Source: an optimization exercise on an open RTL-to-GDS flow (aim: small area). Production flows keep margins and buffers that such runs may drop.
Only simulation tests tie the RTL to the original design; equivalence was not proved.
No activity file was given, so power comes from the tool's default toggle rates.

Setup of job 101:
==> flow/design.v (excerpt) <==
module SDReader (
input clk,
input rst,
output sclk,
output mosi,
input miso,
output cs,
input [7:0] id,
input note_on,
input note_off,
output reg fifo_wr,
output [15:0] fifo_data,
input fifo_empty,
input fifo_prog,
output reg [2:0] state
);
==> flow/config.mk <==
export PLATFORM = sky130hd
export DESIGN_NAME = SDReader
export DESIGN_NICKNAME = SDReader
export VERILOG_FILES = /design/flow/design.v
export SDC_FILE = /design/flow/constraint.sdc
export NUM_CORES = 4
export LEC_CHECK = 0
export CAP_MARGIN = 20
export CORE_MARGIN = 2
export CORE_UTILIZATION = 60
export CTS_BUF_LIST = sky130_fd_sc_hd__clkbuf_4 sky130_fd_sc_hd__clkbuf_8
export SLEW_MARGIN = 20
==> flow/constraint.sdc <==
create_clock -name core_clock -period 10.0 [get_ports {clk}]
set_input_delay 2.0000 -clock core_clock [delete_from_list [all_inputs] [get_ports {clk}]]
set_output_delay 2.0000 -clock core_clock [all_outputs]
set_load 0.01 [all_outputs]
run.sh (not shown) runs the stock make flow with config.mk's settings and CLKGATE_MAP_FILE= SYNTH_SCRIPT=/design/flow/synth_recipe.tcl, a recipe that flattens the netlist after the stock synthesis.
#### Input delta (job 102 over job 101)
- CTS_BUF_LIST changed from sky130_fd_sc_hd__clkbuf_4 sky130_fd_sc_hd__clkbuf_8 to sky130_fd_sc_hd__clkbuf_8
## What came out
- For worst path buffer plus inverter count, job 102 and job 101 come out practically identical.
- Status: via count parity (job 102, job 101)
- Job 101 -> job 102: number of buffers outside the clock class in the layout delta 0, exact match
- Diff job 102..job 101 | post-synthesis instance total | unchanged
- Share of the core filled with cells: job 101 vs job 102 identical

========
## willow
The RTL this note starts from:
==> flow/design.v <==
module SDReader (
input clk,
input rst,
output sclk,
output mosi,
input miso,
output cs,
input [7:0] id,
input note_on,
input note_off,
output reg fifo_wr,
output [15:0] fifo_data,
input fifo_empty,
input fifo_prog,
output reg [2:0] state
);
localparam B_RESET = 2'd0, B_CMD0 = 2'd1, B_CMD1 = 2'd2, B_WAIT = 2'd3;
reg [1:0] bstate;
reg [3:0] bcnt;
reg bstart;
wire c0 = (bcnt == 4'd0);
wire c1 = (bcnt == 4'd1);
wire cmd17 = (bstate == B_WAIT) && c0;     
wire cmd1 = bstate[1] && !cmd17;
assign cs = (bstate == B_RESET);
reg sclk_r;
reg [7:0] dcpt;
wire dz = (dcpt == 8'd0);
wire tog = cmd17 ? dz : (dcpt == 8'hff);
wire sclk_fall = dz && !sclk_r;
assign sclk = sclk_r;
always @(posedge clk) begin
  if (rst) begin
    sclk_r <= 1'b1;
    dcpt <= 8'd0;
  end
  else begin
    if (tog) sclk_r <= ~sclk_r;
    dcpt <= (cmd17 && dz) ? 8'd0 : dcpt + 8'd1;
  end
end
reg [7:0] rsp;
reg rdy, en_q, vsi_q, sclk_q;
reg [1:0] rstate;
reg [11:0] rcpt;
localparam R_IDLE = 2'd0, R_HEADER = 2'd1, R_DATA = 2'd2, R_CRC = 2'd3;
wire dstart_w;
wire en = dstart_w | bstart;
wire rise = !sclk_q && sclk_r;
wire r_idle = (rstate == R_IDLE);
wire [2:0] cpt = rcpt[5:3];
wire cpt6 = rcpt[5] && rcpt[4];             
wire spi_en = en_q && r_idle && !cpt6;
wire vsi = r_idle && cpt6 && !rsp[7] && !rdy;
wire valid_status = !vsi_q && vsi;
wire x7 = (rcpt[2:0] == 3'b111) && (rstate == R_DATA);
wire fall_now = sclk_q && !sclk_r;
wire dvalid = x7 && fall_now;
wire [22:0] blk;
reg [7:0] cbyte;
always @(*) begin
  case (cpt)
    3'd0: cbyte = {2'b01, 1'b0, cmd17, 3'b000, cmd17 | cmd1};
    3'd1: cbyte = cmd17 ? blk[22:15] : 8'h00;
    3'd2: cbyte = cmd17 ? blk[14:7] : 8'h00;
    3'd3: cbyte = cmd17 ? {blk[6:0], 1'b0} : 8'h00;
    3'd4: cbyte = 8'h00;
    default: cbyte = cmd17 ? 8'h00 : 8'h95;
  endcase
end
assign mosi = spi_en ? cbyte[~rcpt[2:0]] : 1'b1;
always @(posedge clk) begin
  if (rise) rsp <= {rsp[6:0], miso};
  vsi_q <= vsi;
  if (rstate[1] || (r_idle && en_q))
    rcpt <= rcpt + {11'd0, rstate[1] ? rise : (sclk_fall && !cpt6)};
  else
    rcpt <= 12'd0;
end
always @(posedge clk) begin
  if (rst) begin
    rdy <= 1'b1;
    en_q <= 1'b0;
    sclk_q <= 1'b1;
    rstate <= R_IDLE;
  end
  else begin
    sclk_q <= sclk_r;
    if (en) rdy <= 1'b0;
    if (!rdy && !sclk_r) en_q <= 1'b1;
    if ((!cmd17 && valid_status) || (cmd17 && rstate == R_CRC && rcpt[4])) begin
      rdy <= 1'b1;
      en_q <= 1'b0;
    end
    if (rise) begin
      case (rstate)
        R_IDLE: if (cmd17 && vsi) rstate <= R_HEADER;
        R_HEADER: if (rsp == 8'hfe) rstate <= R_DATA;
        R_DATA: if (&rcpt) rstate <= R_CRC;
        R_CRC: if (rcpt[4:0] == 5'b10000) rstate <= R_IDLE;
      endcase
    end
  end
end
always @(posedge clk) begin
  if (rst) begin
    bstate <= B_RESET;
    bcnt <= 4'd0;
    bstart <= 1'b0;
  end
  else begin
    bstart <= 1'b0;
    if (bstate == B_RESET)
      bcnt <= bcnt + {3'b000, sclk_fall && !(&bcnt)};
    else if (valid_status)
      bcnt <= (|rsp[6:1]) ? 4'hf : {3'b000, rsp[0]};
    case (bstate)
      B_RESET:
        if (&bcnt) begin
          bstate <= B_CMD0;
          bstart <= 1'b1;
        end
      B_CMD0:
        if (rdy && c1) begin
          bstart <= 1'b1;
          bstate <= B_CMD1;
        end
      B_CMD1:
        if (rdy && (c0 || c1)) bstate <= B_WAIT;
      B_WAIT:
        if (rdy && c1) begin
          bstart <= 1'b1;
          bstate <= B_CMD1;
        end
    endcase
  end
end
localparam S_IDLE = 3'b000, S_BOOT = 3'b001, S_FIRST = 3'b100, S_FETCH = 3'b010,
           S_WAIT = 3'b011;
reg dstart;
reg [22:0] block_cnt;
reg block_part;
reg [31:0] nb_data;
reg done;              
reg [5:0] ent;         
reg ent_ok;            
reg [7:0] addr;
reg [7:0] lo;
reg sel;               
reg al;                
assign dstart_w = dstart;
assign blk = block_cnt;
assign fifo_data = {rsp, lo};
wire [32:0] nb_bor;
assign nb_bor[0] = 1'b1;
genvar gi;
generate for (gi = 0; gi < 32; gi = gi + 1) begin : g_bor
  assign nb_bor[gi+1] = nb_bor[gi] & !nb_data[gi];
end endgenerate
wire [31:0] nb_dec = nb_data ^ nb_bor[31:0];
reg nb_none;
wire finish = nb_none || nb_bor[32] || note_off;
wire st_idle = (state == S_IDLE);
wire st_boot = (state == S_BOOT);
wire st_first = (state == S_FIRST);
wire st_fetch = (state == S_FETCH);
wire st_wait = (state == S_WAIT);
wire [8:0] bc = rcpt[11:3];                     
wire end1ff = (bc == 9'h1ff);
wire ready2 = rdy && al;
wire in_ent = ent_ok && (rcpt[11:6] == ent);
wire state_end = (st_boot && ((dvalid && in_ent && rcpt[5:3] == 3'd7) ||
                              (done && ent_ok && ent == 6'd63))) ||
                 (st_first && dvalid && end1ff) ||
                 (st_fetch && x7 && rise && rcpt[11:4] == {block_part, 7'h7f} && !rcpt[3]) ||
                 finish;
wire bottom_ok = st_first ? ({block_part, addr} <= bc) : (!block_part || bc[8]);
wire go = st_idle && note_on && ready2;                  
wire b2f = st_boot && fifo_empty && sel && ready2;       
wire w2f = st_wait && !finish && fifo_prog && ready2;    
wire fe_end = st_fetch && sel;                           
wire cnt_b = st_boot && !b2f && dvalid;
wire cnt_f = st_first && !finish && !(ready2 && sel) && dvalid;
wire cnt_e = st_fetch && !sel && dvalid;
wire wr_en = (cnt_f || cnt_e) && bottom_ok;
wire cap = cnt_b && in_ent;
wire blk_ci = (cnt_f && end1ff) || (fe_end && !finish && block_part);
always @(posedge clk) begin
  if (rst) begin
    fifo_wr <= 1'b0;
    dstart <= 1'b0;
    state <= S_IDLE;
  end
  else begin
    fifo_wr <= wr_en && bc[0];
    dstart <= go || b2f || w2f;
    case (state)
      S_IDLE: if (go) state <= S_BOOT;
      S_BOOT: if (b2f) state <= S_FIRST;
      S_FIRST:
        if (finish) state <= S_IDLE;
        else if (ready2 && sel) state <= S_WAIT;
      S_FETCH:
        if (sel) state <= finish ? S_IDLE : S_WAIT;
      S_WAIT:
        if (finish) state <= S_IDLE;
        else if (w2f) state <= S_FETCH;
      default: ;
    endcase
  end
end
wire [7:0] id1 = id + 8'd1;
always @(posedge clk) begin
  if (go || b2f || w2f) done <= 1'b0;
  else if (rise && rstate == R_DATA && &rcpt) done <= 1'b1;
  if (go) begin
    ent <= id1[5:0];
    ent_ok <= (id1[7:6] == 2'b00);
  end
end
always @(posedge clk) begin
  if (rst) nb_none <= 1'b1;
  else if (cap && rcpt[5:3] == 3'd7) nb_none <= 1'b0;
  if (cap)
    case (rcpt[5:3])
      3'd0: addr <= rsp;
      3'd1: block_part <= rsp[0];
      3'd4: nb_data[7:0] <= rsp;
      3'd5: nb_data[15:8] <= rsp;
      3'd6: nb_data[23:16] <= rsp;
      3'd7: nb_data[31:24] <= rsp;
      default: ;
    endcase
  if (wr_en) nb_data <= nb_dec;
  if (fe_end && !finish) block_part <= ~block_part;
end
always @(posedge clk) begin
  if (go) block_cnt <= 23'd0;
  else if (cap && rcpt[5:3] == 3'd1) block_cnt[6:0] <= rsp[7:1];
  else if (cap && rcpt[5:3] == 3'd2) block_cnt[14:7] <= rsp;
  else if (cap && rcpt[5:3] == 3'd3) block_cnt[22:15] <= rsp;
  else if (blk_ci) block_cnt <= block_cnt + 23'd1;
end
always @(posedge clk) begin
  if (wr_en && !bc[0]) lo <= rsp;
end
always @(posedge clk) begin
  if (rst) al <= 1'b0;
  else al <= rdy;
  if ((st_boot || st_first || st_fetch) && state_end) sel <= 1'b1;
  else if (al) sel <= 1'b0;
end
endmodule
clock: 10.0 ns
lec_check: 0
cap_margin: 20
core_margin: 2
core_utilization: 75
cts_buf_list: sky130_fd_sc_hd__clkbuf_4
slew_margin: 20
standard.sh (not shown) runs the stock make flow with config.mk's settings and CLKGATE_MAP_FILE= SYNTH_SCRIPT=/design/flow/synth_recipe.tcl, a recipe that flattens the netlist after the stock synthesis.
==> flow/flow/run.sh <==
#!/bin/bash
set -o pipefail
export BUFFER_PORTS_ARGS="-buffer_cell sky130_fd_sc_hd__buf_1"
export CTS_ARGS="-sink_clustering_enable -repair_clock_nets -buf_list sky130_fd_sc_hd__clkbuf_4 -dont_use_dummy_load"
bash standard.sh > standard.log 2>&1
The final layout from willow, which completed every stage, passed the timing, DRC and antenna checks at the end of the flow.
#### Input delta (juniper over willow)
- changing CAP_MARGIN from 20 to 0
- changing SLEW_MARGIN from 20 to 0
- changing CORE_UTILIZATION from 75 to 60
- setting GPL_TIMING_DRIVEN to 0 for the first time
- setting GPL_ROUTABILITY_DRIVEN to 0 for the first time
--- outcome ---
- Going from willow to juniper, maximum frequency lower; combinational power share saw an increase.
- juniper: full flow OK, the timing, DRC and antenna checks passed
- When the final numbers for juniper and willow were put side by side, the final period utilization turned out to be greater in juniper.
- Compared with willow, in juniper fraction of area in registers went down 0.89 points; global-route usage over all layers decreased 3.5 points; width of the die up 11%.
> inputs changed (juniper -> zinc)
- clearing GPL_ROUTABILITY_DRIVEN, which used to be 0
- clearing GPL_TIMING_DRIVEN, which used to be 0
Results
On required time of the worst setup path: between zinc and juniper, it ends up higher for zinc.
Comparing zinc against juniper, there is no change at all in compound-cell area share of the yosys netlist.
Higher wire length on met3 among zinc and juniper: juniper
Register-to-register slack ends up higher on zinc.
The wire length of zinc was superior to that of juniper.
| number of filler cells placed in the layout | juniper vs zinc | ≈ equal |
Going from juniper to zinc, fmax shows an increase of 1.1%; minimum clock period now sits lower; total routing resource utilization after global routing moved down; worst setup slack increased 0.093 ns.
--- input diff zinc..violet ---
- CAP_MARGIN: 0 -> 20
- SLEW_MARGIN: 0 -> 20
### Flow results
Comparing zinc against violet, there is no change at all in count of nets left with antenna violations after detail routing.
Compared with zinc, in violet register fraction of the total cell area held steady; global-route usage held steady; synthesized area per cell held steady.
Status: total power parity (violet, zinc)
Comparing violet against zinc, there is no change at all in utilization.
Delta (violet minus zinc): part of the Yosys area used for sequential elements held, synthesized area held, clock period minus final worst setup slack held, flip-flop and latch count held.

-- static timing again, ports no longer ideal --
Ports are ideal in the flow. The routed layouts listed here were re-timed in OpenROAD. Step 1 (the two cells are an assumption about what drives the block):
set clk [get_ports {clk}]
set_driving_cell -lib_cell sky130_fd_sc_hd__clkbuf_16 $clk
set_driving_cell -lib_cell sky130_fd_sc_hd__buf_2 [delete_from_list [all_inputs] $clk]
Step 2 times the ports against the registers' clock, not the clock port: input delays grow and output delays shrink by t, the midpoint of the rising clock arrivals with the driver on. Three values: ideal, step 1, step 2; two values: the first two.
| run | shift t [ns] | slack for setup (ns) | worst hold slack (ns) | slew at the worst register clock pin (ns) | worst slew at a driven data input, ns |
|---|---|---|---|---|---|
| job 101 | 0.489 | 1.315 / 1.315 / 1.315 | 0.463 / 0.463 / 0.463 | 0.08 / 0.08 | 0.04 |
| job 102 | 0.489 | 1.315 / 1.315 / 1.315 | 0.463 / 0.463 / 0.463 | 0.08 / 0.08 | 0.04 |
| willow | 0.530 | 1.273 / 1.273 / 1.273 | 0.473 / 0.473 / 0.473 | 0.12 / 0.12 | 0.03 |
| juniper | 0.565 | 1.218 / 1.218 / 1.218 | 0.478 / 0.478 / 0.478 | 0.11 / 0.11 | 0.03 |
| zinc | 0.557 | 1.311 / 1.311 / 1.311 | 0.479 / 0.479 / 0.479 | 0.12 / 0.12 | 0.04 |
| violet | 0.557 | 1.311 / 1.311 / 1.311 | 0.479 / 0.479 / 0.479 | 0.12 / 0.12 | 0.04 |
After both steps setup and hold are still met in every run listed.
